Source: an optimization exercise on an open RTL-to-GDS flow (aim: small area and a short achievable clock period). Production flows keep margins and buffers that such runs may drop.
RTL that was checked went through simulation tests only; none was proved equivalent to the original.
Function not checked in runs 1 and 2: the RTL went through the layout flow alone.
No driver is modelled on the clock port, so clocking that relies on it looks cheaper here than on a real chip.
Power figures rest on the tool's default switching activity, not on a simulated workload.

### design/flow/flow/clkroot.tcl
# Drive the first level of clock buffers straight from the clock port:
# remove the single root buffer CTS puts between the port and them, so the
# clock reaches every register through two buffers instead of three.
# Usage: openroad -exit clkroot.tcl with IN_ODB, OUT_ODB set.
read_db $::env(IN_ODB)
set block [ord::get_db_block]
set port_net [$block findNet axi_aclk]
set roots {}
foreach it [$port_net getITerms] {
  lappend roots [$it getInst]
}
if {[llength $roots] != 1} {
  puts "clkroot: port drives [llength $roots] cells, leaving the tree as it is"
} else {
  set root [lindex $roots 0]
  set rnet [[$root findITerm X] getNet]
  set loads {}
  foreach it [$rnet getITerms] {
    if {[$it isInputSignal]} { lappend loads $it }
  }
  if {[llength $loads] > 4} {
    puts "clkroot: root drives [llength $loads] pins, leaving the tree as it is"
  } else {
    foreach it $loads {
      $it disconnect
      $it connect $port_net
    }
    [$root findITerm A] disconnect
    [$root findITerm X] disconnect
    odb::dbInst_destroy $root
    odb::dbNet_destroy $rnet
    puts "clkroot: removed [$root getName]; port now drives [llength $loads] buffers"
  }
}
write_db $::env(OUT_ODB)
### design/flow/flow/run.sh
#!/bin/bash
# Standard ORFS layout, with one change to the clock tree: after CTS the root
# buffer between the clock port and the first level of clock buffers is
# removed, so the port drives those (two) buffers directly and every
# register's clock passes through two buffers instead of three. Each tool's
# output goes to a log file in this folder.
set -euo pipefail
R=orfs/results/sky130hd/axis_master/base
OPENROAD=$(command -v openroad || echo "$FLOW_HOME/../tools/install/OpenROAD/bin/openroad")
bash standard.sh cts > make_to_cts.log 2>&1
IN_ODB=$R/4_cts.odb OUT_ODB=$R/4_cts.odb "$OPENROAD" -no_init -exit flow/clkroot.tcl > clkroot.log 2>&1
bash standard.sh finish > make_finish.log 2>&1
### design/flow/config.mk
export PLATFORM = sky130hd
export DESIGN_NAME = axis_master
export DESIGN_NICKNAME = axis_master
export VERILOG_FILES = /design/flow/design.v
export SDC_FILE = /design/flow/constraint.sdc
export NUM_CORES = 4
export LEC_CHECK = 0
export CAP_MARGIN = 20
export CORE_MARGIN = 2
export CORE_UTILIZATION = 40
export CTS_CLUSTER_DIAMETER = 120
export CTS_CLUSTER_SIZE = 25
export SETUP_SLACK_MARGIN = 3.0
export SLEW_MARGIN = 20
### design/flow/standard.sh
#!/bin/bash
# synth_recipe.tcl (not shown) runs the flow's synth.tcl, then flattens the netlist and writes it again
# the make line also repeats each setting of config.mk as NAME=value (left out here)
make -C /OpenROAD-flow-scripts/flow DESIGN_CONFIG=/design/flow/config.mk WORK_HOME=/design/flow/orfs CLKGATE_MAP_FILE= SYNTH_SCRIPT=/design/flow/synth_recipe.tcl "${@:-finish}"
### design/flow/constraint.sdc
create_clock -name core_clock -period 5.0 [get_ports {axi_aclk}]
set_input_delay 1.0000 -clock core_clock [delete_from_list [all_inputs] [get_ports {axi_aclk}]]
set_output_delay 1.0000 -clock core_clock [all_outputs]
set_load 0.01 [all_outputs]
### design/flow/design.v
module axis_master(
    input logic bk_start,
    input logic [31:0] bk_data,
    input logic [3:0] bk_tstrb,
    input logic [3:0] bk_tkeep,
    input logic [1:0] bk_tid,
    input logic [1:0] bk_user,
    output logic bk_nordy,
    output logic bk_done,
    input axi_aclk,
    input axi_aresetn,
    output logic axis_tvalid,
    output logic [31:0] axis_tdata,
    output logic [3:0] axis_tstrb,
    output logic [3:0] axis_tkeep,
    output logic axis_tlast,
    output logic [1:0] axis_tid,
    output logic [1:0] axis_tuser,
    input axis_tready
);
    localparam DEPTH = 8, WIDTH = 44;
    logic [WIDTH - 1:0] fifo [DEPTH - 1:0];
    logic [WIDTH - 1:0] din, o_q, o_n;
    logic [7:0] d_q, d_n, w_q, w_n, cnt_q, cnt_n, nx_q, nx_n;
    logic s_q, v_q, l_q, nordy_q, v_n;
    logic full, wr, rd, hold;
    assign din = {bk_data, bk_tstrb, bk_tkeep, bk_tid, bk_user};
    assign full = (d_q == 8'd8);
    assign wr   = bk_start & ~full;
    assign rd   = s_q & v_q & axis_tready;
    logic [7:0] d_inc, d_dec, w_inc;
    logic d_is0, d_is1, d_is2, d_is255, w_is0, w_is1, w_is255;
    logic gt1_inc, gt1_dec, gt1_same, v_inc, v_dec, v_same0, v_same1, v_clr;
    logic [7:0] nx_rot;
    logic [2:0] dl;
    assign d_inc = d_q + 8'd1;
    assign d_dec = d_q - 8'd1;
    assign w_inc = w_q + 8'd1;
    assign d_is0   = (d_q == 8'd0);
    assign d_is1   = (d_q == 8'd1);
    assign d_is2   = (d_q == 8'd2);
    assign d_is255 = (d_q == 8'd255);
    assign w_is0   = (w_q == 8'd0);
    assign w_is1   = (w_q == 8'd1);
    assign w_is255 = (w_q == 8'd255);
    assign gt1_same = ~d_is0 & ~d_is1;
    assign gt1_inc  = ~d_is0 & ~d_is255;
    assign gt1_dec  = ~d_is1 & ~d_is2;
    assign v_inc    = gt1_inc | (d_is0 & w_is0 & ~v_q);    
    assign v_dec    = gt1_dec;                             
    assign v_same0  = gt1_same | (d_is1 & w_is1 & ~v_q);   
    assign v_same1  = gt1_same;                            
    assign v_clr    = ~w_is255;                            
    always_comb begin
        if (l_q) begin
            w_n = wr ? w_inc : 8'd0;
            d_n = wr ? w_inc : 8'd0;
            v_n = wr & v_clr;
        end
        else begin
            w_n = wr ? w_inc : w_q;
            case ({wr, rd})
                2'b10:   begin d_n = d_inc; v_n = v_inc;   end
                2'b01:   begin d_n = d_dec; v_n = v_dec;   end
                2'b11:   begin d_n = d_q;   v_n = v_same1; end
                default: begin d_n = d_q;   v_n = v_same0; end
            endcase
        end
    end
    assign nx_rot = {nx_q[6:0], nx_q[7]};
    always_comb begin
        if (~v_q)      nx_n = 8'b0000_0001;
        else if (~s_q) nx_n = 8'b0000_0010;
        else if (rd)   nx_n = nx_rot;
        else           nx_n = nx_q;
    end
    assign cnt_n = (s_q & ~axis_tready) ? cnt_q + 8'd1 : 8'd0;
    logic en_b, en_h, en_m;
    logic [DEPTH - 1:0] sel;
    logic g, dl0, dl1, sv, x0, x1, y0, y1;
    assign dl   = d_q[2:0];
    assign dl0  = (dl == 3'd0);
    assign dl1  = (dl == 3'd1);
    assign sv   = s_q & v_q;
    assign x0   = ~full & (d_is255 | dl0);
    assign x1   = ~full & (sv ? dl1 : (d_is255 | dl0));
    assign y0   = ~full & dl0 & ~d_is255;
    assign y1   = ~full & (sv ? dl1 : (dl0 & ~d_is255));
    assign hold = s_q & ~axis_tready;
    assign g    = v_q & ~(bk_start & (axis_tready ? x1 : x0));
    assign en_b = v_q & bk_start & (axis_tready ? y1 : y0);
    assign en_h = g & hold;
    assign en_m = g & ~hold;
    assign sel  = nx_q & {DEPTH{en_m}};
    always_comb begin
        o_n = (din & {WIDTH{en_b}}) | (o_q & {WIDTH{en_h}});
        for (int i = 0; i < DEPTH; i++)
            o_n = o_n | (fifo[i] & {WIDTH{sel[i]}});
    end
    always_ff @(posedge axi_aclk) begin
        if (wr) fifo[w_q[2:0]] <= din;
    end
    always_ff @(posedge axi_aclk or negedge axi_aresetn) begin
        if (~axi_aresetn) begin
            d_q     <= 8'd0;
            w_q     <= 8'd0;
            cnt_q   <= 8'd0;
            nx_q    <= 8'b0000_0001;
            s_q     <= 1'b0;
            v_q     <= 1'b0;
            l_q     <= 1'b0;
            nordy_q <= 1'b0;
            o_q     <= '0;
        end
        else begin
            d_q     <= d_n;
            w_q     <= w_n;
            cnt_q   <= cnt_n;
            nx_q    <= nx_n;
            s_q     <= v_q;
            v_q     <= v_n;
            l_q     <= v_q & ~v_n;
            nordy_q <= s_q & ~axis_tready & (cnt_q >= 8'd4) & (cnt_q != 8'd255);
            o_q     <= o_n;
        end
    end
    assign axis_tvalid = s_q;
    assign axis_tlast  = l_q;
    assign bk_done     = l_q;
    assign bk_nordy    = nordy_q;
    assign {axis_tdata, axis_tstrb, axis_tkeep, axis_tid, axis_tuser} = o_q;
endmodule
==> results of run 1 <==
## layout by cell type, fill, tap and decap left out, types with 7 or more instances in the layout
| master | synthesis | routed |
|---|---|---|
| clkbuf_1 | 43 | 15 |
| inv_1 | 11 | 8 |
| o21ai_0 | 38 | 26 |
| o21ai_1 | 1 | 11 |
| nand3_1 | 74 | 72 |
| nor2_1 | 53 | 47 |
| a221oi_1 | 21 | 21 |
| dfrtp_1 | 79 | 59 |
| bufbuf_16 | 0 | 7 |
| a22oi_2 | 10 | 23 |
| buf_4 | 2 | 60 |
| buf_2 | 7 | 39 |
| a22oi_1 | 144 | 131 |
| mux2i_1 | 9 | 9 |
| a221o_1 | 21 | 21 |
| buf_16 | 0 | 24 |
| nand2_1 | 41 | 36 |
| clkbuf_16 | 0 | 26 |
| and3_4 | 0 | 16 |
| buf_12 | 0 | 28 |
| nor2_4 | 0 | 9 |
| clkdlybuf4s50_1 | 0 | 44 |
| xnor2_1 | 12 | 12 |
| nor3_1 | 23 | 22 |
| dfrtp_2 | 0 | 17 |
| xor2_1 | 8 | 8 |
| buf_6 | 5 | 40 |
| o22a_1 | 22 | 22 |
| edfxtp_1 | 352 | 352 |
| ha_1 | 10 | 8 |
| nand3_2 | 9 | 9 |
## per-stage QoR
| stage | util (%) | setup WS, ps | total power (uW) |
|---|---|---|---|
| floorplan | - | 1766 | 6715 |
| global placement | 44.81 | 1425 | 7763 |
| detailed placement | 44.82 | 1383 | 7816 |
| CTS | 51.07 | 2582 | 10900 |
| global route | 52.61 | 2482 | 11660 |
| finish | 52.62 | 2500 | 11250 |
## worst max-delay path: stages, from the launching register on
cell,delay [ps]
dfrtp_2,420
or4_4,550
o21a_4,250
buf_12,130
buf_4,150
nand2_4,70
nor3_4,50
buf_12,140
buf_4,130
buf_12,140
a221o_1,350
## routing by layer
| layer | track usage [%] | routed length [um] | share of wire [%] |
|---|---|---|---|
| met1 | 33.78 | 22170 | 41 |
| met2 | 36.22 | 24410 | 45 |
| met3 | 4.313 | 5433 | 10 |
| met4 | 6.232 | 1949 | 3.6 |
| met5 | 0 | 42 | 0.078 |
## worst paths after layout
path | to | start | slack (ps)
worst max register to register | o_q[9] | d_q[4] | 2500
worst max-delay path | o_q[9] | d_q[4] | 2500
max in group asynchronous | w_q[2] | axi_aresetn | 3420
min in group asynchronous | d_q[0] | axi_aresetn | 680
worst min-delay path | o_q[35] | fifo[3][35] | 480
worst min register to register | o_q[35] | fifo[3][35] | 480
## area by class of cell
class / instances / area [um2]
Sequential cell: 432 / 12610
Tap cell: 532 / 665.6
Timing Repair Buffer: 256 / 3236
Multi-Input combinational cell: 584 / 4494
Clock buffer: 35 / 556.8
Antenna cell: 2 / 5.005
Fill cell: 3333 / 19480
Inverter: 11 / 47.55
Clock inverter: 1 / 20.02
## cells in the mapped netlist (5+ instances only)
master and instances:
edfxtp_1 352, a22oi_1 144, dfrtp_1 79, nand3_1 74
nor2_1 53, clkbuf_1 43, nand2_1 41, o21ai_0 38
nor3_1 23, o22a_1 22, a221o_1 21, a221oi_1 21
buf_1 16, xnor2_1 12, inv_1 11, a22oi_2 10
ha_1 10, and3_1 9, mux2i_1 9, nand3_2 9
xor2_1 8, buf_2 7, nor4_1 7, a21oi_1 6
buf_6 5
## cells by family after synthesis
logic type	after synthesis	synth area share [%]
XOR/XNOR	20	1.045
adder cells (fa/ha/maj)	10	0.7468
flip-flops	432	75.04
AO/OA/AOI/OAI	287	13.32
multiplexers	9	0.5377
buffers and inverters	84	2.203
AND/OR/NAND/NOR	235	7.109
## repair_timing
action / 4_1_cts / 5_1_grt
setup buffers: 74 / 25
setup endpoints to repair: 461 / 445
resized for setup: 354 / 50
pin swaps: 41 / 29
cloned: 45 / 18
endpoints found under the hold margin: 0 / 0
## flip-flops by register name, indices dropped and copies added, names as in the netlist
register  cells
o_q          44
d_q           8
v_q           1
cnt_q         8
w_q           8
nordy_q       1
l_q           1
s_q           1
fifo        352
nx_q          8
## power by group
group          internal, uW  switching (uW)
Sequential             4560             483
Combinational          1980            2330
Clock                   778            1110
==> results.json, run 1 <==
{
  "placed_cell_area_um2": 18420,
  "placeableCoreArea_um2": 41110,
  "cts_tree": "built",
  "synth_enable_flop_cells": 352,
  "slew_violations": 0,
  "critPathMaxFanout": 6,
  "place_congestion": 0.7882,
  "hold_viol": 0,
  "drive_gt1_share_pct": 27.14,
  "syn_area_per_cell_um2": 15.56,
  "cellPowerDensity_nw_per_um2": 520.1,
  "period_share_pct": 50.00,
  "drt-pass1-iter-count": 5,
  "grt_pass1_wl_um": 74710,
  "area_growth_syn_to_layout_pct": 29.10,
  "wl_per_cell_um": 29.15,
  "synthArstFlopShare_pct": 18.52,
  "yosysTopAreaCellShare_pct": 63.09,
  "grt_remaining_overflow": 0,
  "whs_path_depth": 2,
  "fp.dieH_um": 208.7,
  "synth_area_um2": 16750,
  "antenna_left": 0,
  "hold_path.class": "flip-flop to flip-flop",
  "max_freq_mhz": 400.0,
  "root_buffer": "clkbuf_16",
  "crit_type": "flip-flop to flip-flop",
  "nNetsFinal": 1363,
  "yosysUniqueCellTypes": 57,
  "grt_max_degree": 58,
  "cts_hold_buf": 0,
  "cp-end-kind": "flip-flop",
  "place_inst": 1653,
  "grt_pass1_vias": 10790,
  "worstRegToRegCells": 10,
  "first_iter_violations": 1436,
  "vdd_drop_max_uv": 387.6,
  "required_ps": 5310,
  "die_area_um2": 43540,
  "whs_ps": 477.3,
  "finClkSkew_ps": 32.18,
  "path_clk_slew_ps": 110,
  "ys_ff_latch": 432,
  "tightestPinTransition_ps": 915.3,
  "dp_hpwl_um": 21210,
  "fp-row-count": 74,
  "slew_headroom_pct": 38.98,
  "grt_antenna_before_repair": 5,
  "die_w_um": 208.7,
  "drv_cap": 0,
  "initial_core_util_pct": 40.76,
  "tns_ps": 0,
  "syn_inst": 1077,
  "final_cells": 1853,
  "port_buffers": 95,
  "numCtsBuffers": 21,
  "ys_top_cells_by_area": "edfxtp_1 63%, dfrtp_1 12%, a22oi_1 6.5%, nand3_1 2.2%, a221o_1 1.3%",
  "status": "finished clean",
  "period_minus_slack_ps": 2500,
  "grt_usage_pct": 23.27,
  "wirelength_um": 54010,
  "power_leakage_uw": 0.007535,
  "cts.sinks": 432,
  "critPathLaunchType": "flip-flop",
  "clk_latency_ps": 430,
  "design_area_um2": 21630,
  "synth.net_count": 1135,
  "crit_arrival_ps": 2810,
  "yosysWarnings": 1,
  "vias": 11325,
  "ys_seq_area_share_pct": 75.04,
  "via_per_inst": 6.112,
  "rsz0062_at_grt": "yes",
  "synth_top_flop_cell": "edfxtp_1",
  "max-clock-path-buffers": 3,
  "htreeDepth": 1,
  "ios": 96,
  "setup_viol": 0,
  "drc_errors": 0,
  "yosysTopAreaCell": "edfxtp_1"
}
==> run 2, diff against run 1 <==
--- a/design/flow/design.v
+++ b/design/flow/design.v
@@ -23,11 +23,14 @@
     logic [WIDTH - 1:0] din, o_q, o_n;
     logic [7:0] d_q, d_n, w_q, w_n, cnt_q, cnt_n, nx_q, nx_n;
     logic s_q, v_q, l_q, nordy_q, v_n;
-    logic full, wr, rd, hold;
+    logic s_n_q, l_n_q, ss, ll;
+    assign ss = ~s_n_q;
+    assign ll = ~l_n_q;
+    logic full, wr, rd, byp, hold, show;
     assign din = {bk_data, bk_tstrb, bk_tkeep, bk_tid, bk_user};
     assign full = (d_q == 8'd8);
     assign wr   = bk_start & ~full;
-    assign rd   = s_q & v_q & axis_tready;
+    assign rd   = ss & v_q & axis_tready;
     logic [7:0] d_inc, d_dec, w_inc;
     logic d_is0, d_is1, d_is2, d_is255, w_is0, w_is1, w_is255;
     logic gt1_inc, gt1_dec, gt1_same, v_inc, v_dec, v_same0, v_same1, v_clr;
@@ -52,7 +55,7 @@
     assign v_same1  = gt1_same;                            
     assign v_clr    = ~w_is255;                            
     always_comb begin
-        if (l_q) begin
+        if (ll) begin
             w_n = wr ? w_inc : 8'd0;
             d_n = wr ? w_inc : 8'd0;
             v_n = wr & v_clr;
@@ -70,27 +73,20 @@
     assign nx_rot = {nx_q[6:0], nx_q[7]};
     always_comb begin
         if (~v_q)      nx_n = 8'b0000_0001;
-        else if (~s_q) nx_n = 8'b0000_0010;
+        else if (~ss) nx_n = 8'b0000_0010;
         else if (rd)   nx_n = nx_rot;
         else           nx_n = nx_q;
     end
-    assign cnt_n = (s_q & ~axis_tready) ? cnt_q + 8'd1 : 8'd0;
+    assign cnt_n = (ss & ~axis_tready) ? cnt_q + 8'd1 : 8'd0;
     logic en_b, en_h, en_m;
     logic [DEPTH - 1:0] sel;
-    logic g, dl0, dl1, sv, x0, x1, y0, y1;
     assign dl   = d_q[2:0];
-    assign dl0  = (dl == 3'd0);
-    assign dl1  = (dl == 3'd1);
-    assign sv   = s_q & v_q;
-    assign x0   = ~full & (d_is255 | dl0);
-    assign x1   = ~full & (sv ? dl1 : (d_is255 | dl0));
-    assign y0   = ~full & dl0 & ~d_is255;
-    assign y1   = ~full & (sv ? dl1 : (dl0 & ~d_is255));
-    assign hold = s_q & ~axis_tready;
-    assign g    = v_q & ~(bk_start & (axis_tready ? x1 : x0));
-    assign en_b = v_q & bk_start & (axis_tready ? y1 : y0);
-    assign en_h = g & hold;
-    assign en_m = g & ~hold;
+    assign byp  = wr & (rd ? (dl == 3'd1) : (dl == 3'd0));
+    assign hold = ss & ~axis_tready;
+    assign show = v_q & ~(d_is255 & wr & ~rd);
+    assign en_b = show & byp;
+    assign en_h = show & ~byp & hold;
+    assign en_m = show & ~byp & ~hold;
     assign sel  = nx_q & {DEPTH{en_m}};
     always_comb begin
         o_n = (din & {WIDTH{en_b}}) | (o_q & {WIDTH{en_h}});
@@ -107,6 +103,8 @@
             cnt_q   <= 8'd0;
             nx_q    <= 8'b0000_0001;
             s_q     <= 1'b0;
+            s_n_q   <= 1'b1;
+            l_n_q   <= 1'b1;
             v_q     <= 1'b0;
             l_q     <= 1'b0;
             nordy_q <= 1'b0;
@@ -118,9 +116,11 @@
             cnt_q   <= cnt_n;
             nx_q    <= nx_n;
             s_q     <= v_q;
+            s_n_q   <= ~v_q;
+            l_n_q   <= ~(v_q & ~v_n);
             v_q     <= v_n;
             l_q     <= v_q & ~v_n;
-            nordy_q <= s_q & ~axis_tready & (cnt_q >= 8'd4) & (cnt_q != 8'd255);
+            nordy_q <= ss & ~axis_tready & (cnt_q >= 8'd4) & (cnt_q != 8'd255);
             o_q     <= o_n;
         end
     end
==> run 2 against run 1 <==
Critical path depth is 4 lower. Maximum frequency grew 14%. Via count down 2.7%. Sequential share of layout area grew 1.5 points. Wire length is 2.8% lower. Largest power group unchanged.
==> results.json, run 2 <==
{
  "slowest_delay_ps": 630,
  "synth.net_count": 1069,
  "hold_path.class": "flip-flop to flip-flop",
  "grt_remaining_overflow": 0,
  "clk_latency_ps": 420,
  "root_buffer": "clkbuf_16",
  "placeableCoreArea_um2": 40920,
  "first_iter_violations": 1266,
  "area_growth_syn_to_layout_pct": 27.31,
  "dp_hpwl_um": 20430,
  "power_leakage_uw": 0.007460,
  "syn_inst": 1011,
  "yosysWarnings": 1,
  "cts_tree": "built",
  "cellPowerDensity_nw_per_um2": 516.9,
  "fin_util_pct": 51.71,
  "vdd_drop_max_uv": 287.5,
  "drv_cap": 0,
  "worstRegToRegCells": 6,
  "antenna_left": 0,
  "cts.sinks": 434,
  "rsz0062_at_grt": "yes",
  "hold_viol": 0,
  "required_ps": 5300,
  "critPathMaxFanout": 7,
  "yosysUniqueCellTypes": 49,
  "via_per_inst": 6.188,
  "ys_seq_area_share_pct": 75.96,
  "grt_usage_pct": 21.59,
  "slew_headroom_pct": 29.96,
  "fp-row-count": 74,
  "synthMuxAreaShare_pct": 0.6097,
  "yosysMostFrequentCell": "edfxtp_1",
  "critPathLaunchType": "flip-flop",
  "grt_max_degree": 70,
  "ys_top_cells_by_area": "edfxtp_1 64%, dfrtp_1 12%, a22o_1 7.1%, a221oi_1 4.6%, o21ai_0 1.7%",
  "yosysTopAreaCellShare_pct": 63.59,
  "reg2reg_slack_ps": 2800,
  "yosysTopAreaCell": "edfxtp_1",
  "tns_ps": 0,
  "synthXorXnorAreaFrac_pct": 1.001,
  "die_area_um2": 43200,
  "largest_reg_flops": 352,
  "synth_area_um2": 16620,
  "whs_path_depth": 1,
  "ios": 96,
  "synth_common_cells": "352 x edfxtp_1, 134 x a22o_1, 88 x a221oi_1",
  "wl_per_cell_um": 29.49,
  "max_freq_mhz": 454.4,
  "crit_arrival_ps": 2500,
  "crit_type": "flip-flop to flip-flop",
  "path_clk_slew_ps": 100,
  "synth_fa_ha_area_share_pct": 0.8129,
  "setup_viol": 0,
  "r2r-end": "o_q[3]",
  "holdPathEnd": "cnt_q[0]",
  "period_minus_slack_ps": 2201,
  "finClkSkew_ps": 44.05,
  "status": "finished clean",
  "synth_top_family_by_area": "compound AO/OA/AOI/OAI gates",
  "final_cell_mix": "352 x edfxtp_1, 134 x a22o_1, 88 x a221oi_1",
  "drt-pass1-iter-count": 5,
  "ys_ff_latch": 434,
  "nFillCells": 3305,
  "synthArstFlopShare_pct": 18.89,
  "cts_hold_buf": 0,
  "grt_pass1_wl_um": 70160,
  "synth_enable_flop_cells": 352,
  "port_buffers": 95,
  "crit_slowest_cell": "or4_4",
  "die_w_um": 207.9,
  "grt_antenna_before_repair": 4,
  "slew_violations": 0,
  "synthSimpleGateAreaFrac_pct": 2.958,
  "drc_errors": 0,
  "grt_pass1_vias": 10427,
  "wirelength_um": 52500,
  "fp.dieH_um": 207.9,
  "synth_top_flop_cell": "edfxtp_1",
  "max-clock-path-buffers": 3,
  "multi_input_area_um2": 4133,
  "synth_compound_gate_area_share_pct": 16.28,
  "numCtsBuffers": 21,
  "drive_gt1_share_pct": 24.82,
  "nNetsFinal": 1288,
  "seqCellArea_um2": 12650,
  "initial_core_util_pct": 40.62,
  "tightestPinTransition_ps": 1051,
  "cp_cell_sequence": "or4_4 > o21a_4 > and3_4 > buf_12 > buf_16 > a22o_1",
  "r2r_start": "d_q[5]",
  "vias": 11015,
  "min_from": "cnt_q[0]",
  "place_congestion": 0.8040,
  "period_share_pct": 44.01,
  "syn_area_per_cell_um2": 16.44,
  "cp-end-kind": "flip-flop",
  "final_common_cell": "edfxtp_1",
  "htreeDepth": 1
}
==> run 2: per-layer routing <==
metal	vias up	share of wire, %	global-route usage (%)
li1	4658	-	-
met1	5697	41	30.54
met2	586	48	35.11
met3	72	8.8	3.404
met4	2	2.2	5.331
met5	-	0.023	0
==> run 2: stage by stage <==
stage	hold slack [ps]	worst slack, ps	instances	power, uW	instance area, um2
floorplan	351.9	1723	1011	6687	16860
global placement	463.1	1406	1578	7719	18180
detailed placement	468.7	1351	1578	7772	18180
CTS	482.7	2815	1710	10230	19980
global route	496.8	2737	1779	11330	21160
finish	479.4	2799	1780	10940	21160
==> run 2: power breakdown <==
| part | switching [uW] | internal (uW) | leakage [uW] |
|---|---|---|---|
| clock network | 1100 | 777 | 0.000278 |
| logic | 2180 | 1910 | 0.00295 |
| registers | 401 | 4570 | 0.00423 |
==> run 2: cells by family (layout without fill, tap and decap cells) <==
logic type,count (synthesis),after routing
buffers and inverters,92,301
other,0,3
AOI/OAI and AO/OA,351,355
DFF,434,434
muxes,10,10
adders and majority gates,11,11
and+or+nand+nor,94,115
xor gates and xnor gates,19,19
==> run 2: cell type report <==
| class | instances | share of cell area [%] |
|---|---|---|
| well taps | 532 | 3.146 |
| flip-flops and latches | 434 | 59.78 |
| diodes | 3 | 0.03548 |
| multi-input cells | 510 | 19.53 |
| clock buffers | 34 | 2.613 |
| inverters | 13 | 0.2602 |
| repair buffers | 251 | 14.49 |
| clock inverters | 3 | 0.1419 |
==> run 2: critical path: cells and delay by family (launching register included) <==
| kind | cells | cell delay [ps] |
|---|---|---|
| AO/OA/AOI/OAI | 2 | 480 |
| buffers and inverters | 2 | 300 |
| flip-flops | 1 | 390 |
| AND/OR/NAND/NOR | 2 | 910 |
==> run 2: how the worst max path moves through the flow <==
stage                startpoint  cells past startpoint        endpoint  slack (ps)
finish                   d_q[5]                      6          o_q[3]        2800
global route             d_q[0]                      9         o_q[12]        2740
CTS                     o_q[43]                      1  axis_tdata[31]        2810
detailed placement  axis_tready                      6         o_q[19]        1350
global placement    axis_tready                      7         o_q[26]        1410
floorplan              bk_start                      4      fifo[0][0]        1720
==> run 2: repair_timing <==
action | CTS | global route
buffers inserted | 61 | 33
pin swaps | 28 | 24
gates resized for setup | 301 | 67
hold endpoints to repair | 0 | 0
endpoints found under the setup margin | 465 | 432
cloned | 33 | 35
==> run 3, diff against run 2 <==
--- a/design/flow/design.v
+++ b/design/flow/design.v
@@ -23,14 +23,11 @@
     logic [WIDTH - 1:0] din, o_q, o_n;
     logic [7:0] d_q, d_n, w_q, w_n, cnt_q, cnt_n, nx_q, nx_n;
     logic s_q, v_q, l_q, nordy_q, v_n;
-    logic s_n_q, l_n_q, ss, ll;
-    assign ss = ~s_n_q;
-    assign ll = ~l_n_q;
     logic full, wr, rd, byp, hold, show;
     assign din = {bk_data, bk_tstrb, bk_tkeep, bk_tid, bk_user};
     assign full = (d_q == 8'd8);
     assign wr   = bk_start & ~full;
-    assign rd   = ss & v_q & axis_tready;
+    assign rd   = s_q & v_q & axis_tready;
     logic [7:0] d_inc, d_dec, w_inc;
     logic d_is0, d_is1, d_is2, d_is255, w_is0, w_is1, w_is255;
     logic gt1_inc, gt1_dec, gt1_same, v_inc, v_dec, v_same0, v_same1, v_clr;
@@ -55,7 +52,7 @@
     assign v_same1  = gt1_same;                            
     assign v_clr    = ~w_is255;                            
     always_comb begin
-        if (ll) begin
+        if (l_q) begin
             w_n = wr ? w_inc : 8'd0;
             d_n = wr ? w_inc : 8'd0;
             v_n = wr & v_clr;
@@ -73,16 +70,16 @@
     assign nx_rot = {nx_q[6:0], nx_q[7]};
     always_comb begin
         if (~v_q)      nx_n = 8'b0000_0001;
-        else if (~ss) nx_n = 8'b0000_0010;
+        else if (~s_q) nx_n = 8'b0000_0010;
         else if (rd)   nx_n = nx_rot;
         else           nx_n = nx_q;
     end
-    assign cnt_n = (ss & ~axis_tready) ? cnt_q + 8'd1 : 8'd0;
+    assign cnt_n = (s_q & ~axis_tready) ? cnt_q + 8'd1 : 8'd0;
     logic en_b, en_h, en_m;
     logic [DEPTH - 1:0] sel;
     assign dl   = d_q[2:0];
     assign byp  = wr & (rd ? (dl == 3'd1) : (dl == 3'd0));
-    assign hold = ss & ~axis_tready;
+    assign hold = s_q & ~axis_tready;
     assign show = v_q & ~(d_is255 & wr & ~rd);
     assign en_b = show & byp;
     assign en_h = show & ~byp & hold;
@@ -103,8 +100,6 @@
             cnt_q   <= 8'd0;
             nx_q    <= 8'b0000_0001;
             s_q     <= 1'b0;
-            s_n_q   <= 1'b1;
-            l_n_q   <= 1'b1;
             v_q     <= 1'b0;
             l_q     <= 1'b0;
             nordy_q <= 1'b0;
@@ -116,11 +111,9 @@
             cnt_q   <= cnt_n;
             nx_q    <= nx_n;
             s_q     <= v_q;
-            s_n_q   <= ~v_q;
-            l_n_q   <= ~(v_q & ~v_n);
             v_q     <= v_n;
             l_q     <= v_q & ~v_n;
-            nordy_q <= ss & ~axis_tready & (cnt_q >= 8'd4) & (cnt_q != 8'd255);
+            nordy_q <= s_q & ~axis_tready & (cnt_q >= 8'd4) & (cnt_q != 8'd255);
             o_q     <= o_n;
         end
     end
==> design/flow/flow/run.sh (replaced) <==
#!/bin/bash
# Standard ORFS layout, with one change to the clock tree: after CTS the root
# buffer between the clock port and the first level of clock buffers is
# removed, so the port drives those (two) buffers directly and every
# register's clock passes through two buffers instead of three. Each tool's
# output goes to a log file in this folder. The port buffers are
# sky130_fd_sc_hd__buf_1 instead of the default pick; timing repair resizes
# them where needed.
set -euo pipefail
R=orfs/results/sky130hd/axis_master/base
OPENROAD=$(command -v openroad || echo "$FLOW_HOME/../tools/install/OpenROAD/bin/openroad")
bash standard.sh "BUFFER_PORTS_ARGS=-buffer_cell sky130_fd_sc_hd__buf_1" cts > make_to_cts.log 2>&1
IN_ODB=$R/4_cts.odb OUT_ODB=$R/4_cts.odb "$OPENROAD" -no_init -exit flow/clkroot.tcl > clkroot.log 2>&1
bash standard.sh "BUFFER_PORTS_ARGS=-buffer_cell sky130_fd_sc_hd__buf_1" finish > make_finish.log 2>&1
--- a/design/flow/config.mk
+++ b/design/flow/config.mk
@@ -10,5 +10,5 @@
 export CORE_UTILIZATION = 40
 export CTS_CLUSTER_DIAMETER = 120
 export CTS_CLUSTER_SIZE = 25
-export SETUP_SLACK_MARGIN = 3.0
+export SETUP_SLACK_MARGIN = 2.9
 export SLEW_MARGIN = 20
==> run 3 against run 2 <==
Still clean. Worst hold slack gained 18 ps. Total power shrank 6.7%. Via count shrank 6.4%. Setup slack gained 120 ps. Clock-buffer cell count grew 1. Die area shrank 0.72%. Register-to-register slack gained 140 ps. Largest power group unchanged.
==> results.json, run 3 <==
{
  "slew_violations": 0,
  "drive_gt1_share_pct": 20.40,
  "finClkSkew_ps": 23.21,
  "grt_pass1_vias": 9911,
  "crit_end": "o_q[29]",
  "antenna_left": 0,
  "power_leakage_uw": 0.006547,
  "ys_top_cells_by_area": "edfxtp_1 64%, dfrtp_1 12%, a22oi_1 3.9%, a221o_1 2.7%, a221oi_1 2.4%",
  "startpoint": "axis_tready",
  "syn_inst": 1004,
  "drt-pass1-iter-count": 5,
  "ios": 96,
  "synth.net_count": 1062,
  "dp_slack_ps": 1622,
  "path_clk_slew_ps": 100,
  "placeableCoreArea_um2": 40740,
  "htreeDepth": 1,
  "cts.sinks": 432,
  "place_inst": 1573,
  "grt_remaining_overflow": 0,
  "vias": 10311,
  "placed_cell_area_um2": 17500,
  "initial_core_util_pct": 40.50,
  "synth_common_cells": "352 x edfxtp_1, 86 x a22oi_1, 79 x dfrtp_1",
  "first_iter_violations": 1220,
  "vdd_drop_max_uv": 260.0,
  "rsz0062_at_grt": "yes",
  "fp.dieH_um": 207.1,
  "via_per_inst": 6.116,
  "cellPowerDensity_nw_per_um2": 523.2,
  "grt_pass1_wl_um": 64970,
  "largest_reg_flops": 352,
  "place_congestion": 0.7601,
  "ys_seq_area_share_pct": 76.20,
  "r2r-end": "o_q[29]",
  "die_area_um2": 42890,
  "timing.final.ws_setup_ps": 2916,
  "yosysWarnings": 1,
  "required_ps": 5280,
  "wl_per_cell_um": 27.54,
  "numCtsBuffers": 21,
  "syn_area_per_cell_um2": 16.43,
  "synth_area_um2": 16500,
  "synthArstFlopShare_pct": 18.52,
  "cts_tree": "built",
  "fp-row-count": 74,
  "yosysTopAreaCell": "edfxtp_1",
  "final_common_cell": "edfxtp_1",
  "synth_enable_flop_cells": 352,
  "area_growth_syn_to_layout_pct": 18.22,
  "cp-end-kind": "flip-flop",
  "cts_hold_buf": 0,
  "nNetsFinal": 1196,
  "status": "finished clean",
  "root_buffer": "clkbuf_16",
  "hold_viol": 0,
  "dp_hpwl_um": 21310,
  "final_cell_mix": "352 x edfxtp_1, 86 x a22oi_1, 63 x dfrtp_1",
  "clk_latency_ps": 420,
  "hold_path.class": "flip-flop to flip-flop",
  "final_cells": 1686,
  "drc_errors": 0,
  "period_share_pct": 41.68,
  "die_w_um": 207.1,
  "critPathMaxFanout": 22,
  "yosysMostFrequentCell": "edfxtp_1",
  "slew_headroom_pct": 38.12,
  "ys_ff_latch": 432,
  "critPathLaunchType": "primary input",
  "wirelength_um": 46430,
  "tns_ps": 0,
  "yosysTopAreaCellShare_pct": 64.06,
  "tightestPinTransition_ps": 928.2,
  "port_buffers": 95,
  "design_area_um2": 19510,
  "grt_usage_pct": 19.71,
  "period_minus_slack_ps": 2084,
  "yosysUniqueCellTypes": 58,
  "worstRegToRegCells": 5,
  "synth_top_flop_cell": "edfxtp_1",
  "nFillCells": 3447,
  "reg2reg_slack_ps": 2940,
  "total_power_uw": 10210,
  "r2r_start": "d_q[4]",
  "drv_cap": 0,
  "max_freq_mhz": 479.9,
  "setup_viol": 0,
  "grt_max_degree": 56,
  "crit_type": "primary input to flip-flop",
  "max-clock-path-buffers": 3,
  "crit_arrival_ps": 2370,
  "whs_path_depth": 1,
  "grt_antenna_before_repair": 4
}
-- run 3: cell count changes in the layout (fill, tap and decap cells not counted), moves of 15 or more --
cell / delta
a221oi_1: -71
buf_1: +59
buf_2: -16
a22oi_1: +86
a22o_1: -89
buf_16: -15
a221o_1: +44
buf_12: -16
o21ai_1: -39
o21ai_0: +40
buf_6: -17
clkdlybuf4s50_1: -44
a221oi_2: +23
-- run 3: power by group --
group	leakage [uW]	internal (uW)	switching [uW]
registers	0.00420	4580	472
clock network	0.000274	778	1090
logic	0.00207	1410	1880
total	0.00655	6770	3430
-- run 3: through the flow --
step                      utilization, %  hold slack [ps]
after floorplan                        -            348.7
after global placement             42.96            480.6
after detailed placement           42.96            484.7
after CTS                          46.20            499.9
after global routing               47.88            547.6
final                              47.88            497.9
-- run 3: repair_timing --
item                                    CTS  global route
endpoints found under the setup margin  453           130
buffers inserted                         35            18
pin swaps                                 5            10
resized for setup                        93            80
cloned                                    9            13
-- run 3: critical path: stages --
cell and delay, ps:
buf_6 110, buf_12 140, nand2b_4 170, and3_4 350, a221o_1 370, a22o_1 210
-- run 3: logic make-up after synthesis --
kind of cell	Yosys count	share of synthesized area, %
flip-flops	432	76.20
AO/OA/AOI/OAI	356	16.27
AND/OR/NAND/NOR	91	2.889
buffers and inverters	88	2.366
XOR/XNOR	17	0.9024
multiplexers	10	0.6143
adder cells (fa/ha/maj)	10	0.7583
-- run 3: cell type report --
class	instances	area, um2	area share [%]
flip-flops and latches	432	12610	64.64
multi-input cells	494	4144	21.24
repair buffers	181	1473	7.550
well taps	532	665.6	3.412
clock buffers	35	556.8	2.854
inverters	9	33.78	0.1732
clock inverters	1	20.02	0.1026
diodes	2	5.005	0.02566
-- run 3: worst min path at each step --
stage	startpoint	end	slack (ps)
after global placement	cnt_q[0]	cnt_q[0]	480
after detailed placement	cnt_q[0]	cnt_q[0]	480
final	cnt_q[0]	cnt_q[0]	500
after CTS	cnt_q[0]	cnt_q[0]	500
after floorplan	v_q	s_q	350
after global routing	cnt_q[0]	cnt_q[0]	550
-- run 3: routing by layer --
metal	share of wire [%]	track usage (%)	vias up	wire length, um
li1	-	-	4422	-
met1	42	29.09	5360	19330
met2	49	31.39	477	22630
met3	8.1	2.881	48	3773
met4	1.4	3.768	4	669
met5	0.056	0	-	26
==> run 4, diff against run 3 <==
==> design/flow/flow/run.sh (replaced) <==
#!/bin/bash
# Standard ORFS layout, with one change to the clock tree: after CTS the root
# buffer between the clock port and the first level of clock buffers is
# removed, so the port drives those (two) buffers directly and every
# register's clock passes through two buffers instead of three. Each tool's
# output goes to a log file in this folder. The port buffers are
# sky130_fd_sc_hd__buf_2 instead of the default pick; timing repair resizes
# them where needed.
set -euo pipefail
R=orfs/results/sky130hd/axis_master/base
OPENROAD=$(command -v openroad || echo "$FLOW_HOME/../tools/install/OpenROAD/bin/openroad")
bash standard.sh "BUFFER_PORTS_ARGS=-buffer_cell sky130_fd_sc_hd__buf_2" cts > make_to_cts.log 2>&1
IN_ODB=$R/4_cts.odb OUT_ODB=$R/4_cts.odb "$OPENROAD" -no_init -exit flow/clkroot.tcl > clkroot.log 2>&1
bash standard.sh "BUFFER_PORTS_ARGS=-buffer_cell sky130_fd_sc_hd__buf_2" finish > make_finish.log 2>&1
==> run 4 against run 3 <==
Global-route usage up 0.35 points. First-iteration DRC count decreased by 17%. Clock power barely moved. Critical path depth down 3. Highest routed layer unchanged. Worst hold slack about the same. Via count shrank 3.1%. Largest cell class unchanged. Utilization decreased by 1.4 points. Critical path type is now flip-flop to flip-flop. Wire length fell by 4.4%. Still clean. Largest power group unchanged. Cell area fell by 3.0%. Register-to-register slack got worse by 50 ps. Maximum frequency shrank 1.0%.
==> results.json, run 4 <==
{
  "slew_headroom_pct": 44.80,
  "period_minus_slack_ps": 2106,
  "tns_ps": 0,
  "max-clock-path-buffers": 3,
  "cts_tree": "built",
  "whs_ps": 497.8,
  "synth_enable_flop_cells": 352,
  "grt_pass1_vias": 9819,
  "place_inst": 1572,
  "vdd_drop_max_uv": 265.3,
  "nNetsFinal": 1156,
  "grt_pass1_wl_um": 65350,
  "max_freq_mhz": 474.9,
  "final_cells": 1647,
  "holdPathEnd": "cnt_q[0]",
  "finClkSkew_ps": 30.60,
  "status": "finished clean",
  "fp.dieH_um": 207.1,
  "area_growth_syn_to_layout_pct": 14.65,
  "grt_max_degree": 55,
  "via_per_inst": 6.066,
  "clk_latency_ps": 420,
  "ys_ff_latch": 432,
  "period_share_pct": 42.12,
  "drc_errors": 0,
  "port_buffers": 95,
  "rsz0062_at_grt": "yes",
  "ys_seq_area_share_pct": 76.20,
  "yosysWarnings": 1,
  "placed_cell_area_um2": 17640,
  "root_buffer": "clkbuf_16",
  "ys_top_cells_by_area": "edfxtp_1 64%, dfrtp_1 12%, a22oi_1 3.9%, a221o_1 2.7%, a221oi_1 2.4%",
  "wl_per_cell_um": 26.94,
  "met1_usage_pct": 29.31,
  "syn_inst": 1004,
  "path_clk_slew_ps": 110,
  "initial_core_util_pct": 40.50,
  "placeableCoreArea_um2": 40740,
  "yosysTopAreaCell": "edfxtp_1",
  "htreeDepth": 1,
  "yosysMostFrequentCell": "edfxtp_1",
  "crit_slowest_cell": "dfrtp_4",
  "setup_viol": 0,
  "slew_violations": 0,
  "critPathLaunchType": "flip-flop",
  "final_common_cell": "edfxtp_1",
  "reg2reg_slack_ps": 2890,
  "yosysUniqueCellTypes": 58,
  "die_area_um2": 42890,
  "power_leakage_uw": 0.006387,
  "vias": 9991,
  "synthArstFlopShare_pct": 18.52,
  "synth.net_count": 1062,
  "r2r_start": "v_q",
  "grt_usage_pct": 20.06,
  "top_usage_layer": "met2",
  "drive_gt1_share_pct": 21.11,
  "final_cell_mix": "352 x edfxtp_1, 86 x a22oi_1, 84 x buf_2",
  "drv_cap": 0,
  "cellPowerDensity_nw_per_um2": 521.3,
  "fp-row-count": 74,
  "synth_top_flop_cell": "edfxtp_1",
  "grt_util_met2_pct": 32.40,
  "cp-end-kind": "flip-flop",
  "crit_type": "flip-flop to flip-flop",
  "critPathBufInv": 0,
  "die_w_um": 207.1,
  "cp_cell_sequence": "nor2b_2 > and3_4 > a22o_1",
  "hold_viol": 0,
  "grt_remaining_overflow": 0,
  "place_congestion": 0.7226,
  "critPathMaxFanout": 22,
  "wirelength_um": 44370,
  "syn_area_per_cell_um2": 16.43,
  "ios": 96,
  "drt-pass1-iter-count": 4,
  "fin_util_pct": 46.43,
  "cts_hold_buf": 0,
  "antenna_left": 0,
  "grtUsageMet3_pct": 2.805,
  "tightestPinTransition_ps": 828.0,
  "first_iter_violations": 1017,
  "grt_antenna_before_repair": 4,
  "yosysTopAreaCellShare_pct": 64.06,
  "numCtsBuffers": 21,
  "crit_arrival_ps": 2460,
  "largest_reg_flops": 352,
  "cts.sinks": 432,
  "min_from": "cnt_q[0]",
  "hold_path.class": "flip-flop to flip-flop",
  "synth_area_um2": 16500,
  "r2r-end": "o_q[28]",
  "worstRegToRegCells": 3,
  "design_area_um2": 18920,
  "dp_hpwl_um": 21650,
  "required_ps": 5360,
  "whs_path_depth": 1,
  "slowest_delay_ps": 630,
  "synth_common_cells": "352 x edfxtp_1, 86 x a22oi_1, 79 x dfrtp_1",
  "crit_family": "simple AND/OR/NAND/NOR gates"
}
-- run 4: how the worst max path moves through the flow --
| stage | from | endpoint | cells after the start |
|---|---|---|---|
| after global routing | axis_tready | o_q[31] | 7 |
| after floorplan | bk_start | fifo[0][0] | 3 |
| after global placement | axis_tready | o_q[43] | 5 |
| after detailed placement | axis_tready | o_q[37] | 6 |
| final | v_q | o_q[28] | 3 |
| after CTS | o_q[24] | axis_tdata[12] | 1 |
-- run 4: timing repair --
item	4_1_cts	5_1_grt
endpoints found under the setup margin	451	186
setup buffers	25	3
resized for setup	56	28
gates cloned	8	0
pin swaps	8	1
-- run 4: kinds of logic (layout without fill, tap and decap cells) --
| logic type | after synthesis | count (layout) | synth area share [%] |
|---|---|---|---|
| compound gates | 356 | 356 | 16.27 |
| simple gates | 91 | 98 | 2.889 |
| other cells | 0 | 2 | 0 |
| buf+inv | 88 | 190 | 2.366 |
| xor+xnor | 17 | 17 | 0.9024 |
| fa+ha+maj | 10 | 10 | 0.7583 |
| mux | 10 | 10 | 0.6143 |
| flops | 432 | 432 | 76.20 |
-- run 4: per-stage QoR --
| step | total power (uW) | setup slack [ps] |
|---|---|---|
| finish | 9862 | 2894 |
| global placement | 7617 | 1691 |
| global route | 10300 | 2895 |
| floorplan | 6747 | 1816 |
| CTS | 9895 | 2817 |
| detailed placement | 7674 | 1646 |
-- run 4: final cells by class --
cell class,instances,area (um2)
antenna,2,5.005
clock buffer,35,556.8
clock inverter,2,28.78
fill,3573,21820
inverter,9,33.78
multi-input combinational,491,3930
sequential,432,12600
tap,532,665.6
timing repair buffer,144,1099
-- run 4: report_power, final --
group	internal (uW)	leakage, uW	total (uW)	switching, uW
combinational	1240	0.00190	2950	1700
clock	782	0.000279	1860	1080
sequential	4580	0.00421	5050	479
total	6600	0.00639	9860	3260
-- run 4: metal layers --
metal | part of all wire, % | vias to the layer above | wire length [um]
li1 | - | 4330 | -
met1 | 44 | 5235 | 19380
met2 | 48 | 376 | 21260
met3 | 6.6 | 46 | 2947
met4 | 1.7 | 4 | 758
met5 | 0.047 | - | 21

-- separate check: timing with driven ports --
No port has a modelled driver above. Below, the same layouts with a new extraction and two added sets of constraints. Step 1, drivers: a clkbuf_16 drives axi_aclk and a buf_2 each remaining input, both assumed. Step 2 also shifts input and output timing later by t, the mid clock arrival at the registers, as if the neighbouring blocks saw the same clock. a / b / c = ideal / step 1 / step 2; a / b = the first two.
run	shift t [ns]	setup WS [ns]	worst setup path after step 2
run 1	0.477	2.500 / 2.500 / 2.164	input to register
run 2	0.472	2.799 / 2.799 / 2.358	input to register
run 3	0.469	2.916 / 2.882 / 2.478	input to register
run 4	0.471	2.894 / 2.890 / 2.490	input to register
After both steps every run listed still meets setup and hold. The setup slack of run 2, which loses most, moves by 0.000 ns with the drivers and by -0.441 ns with both steps.
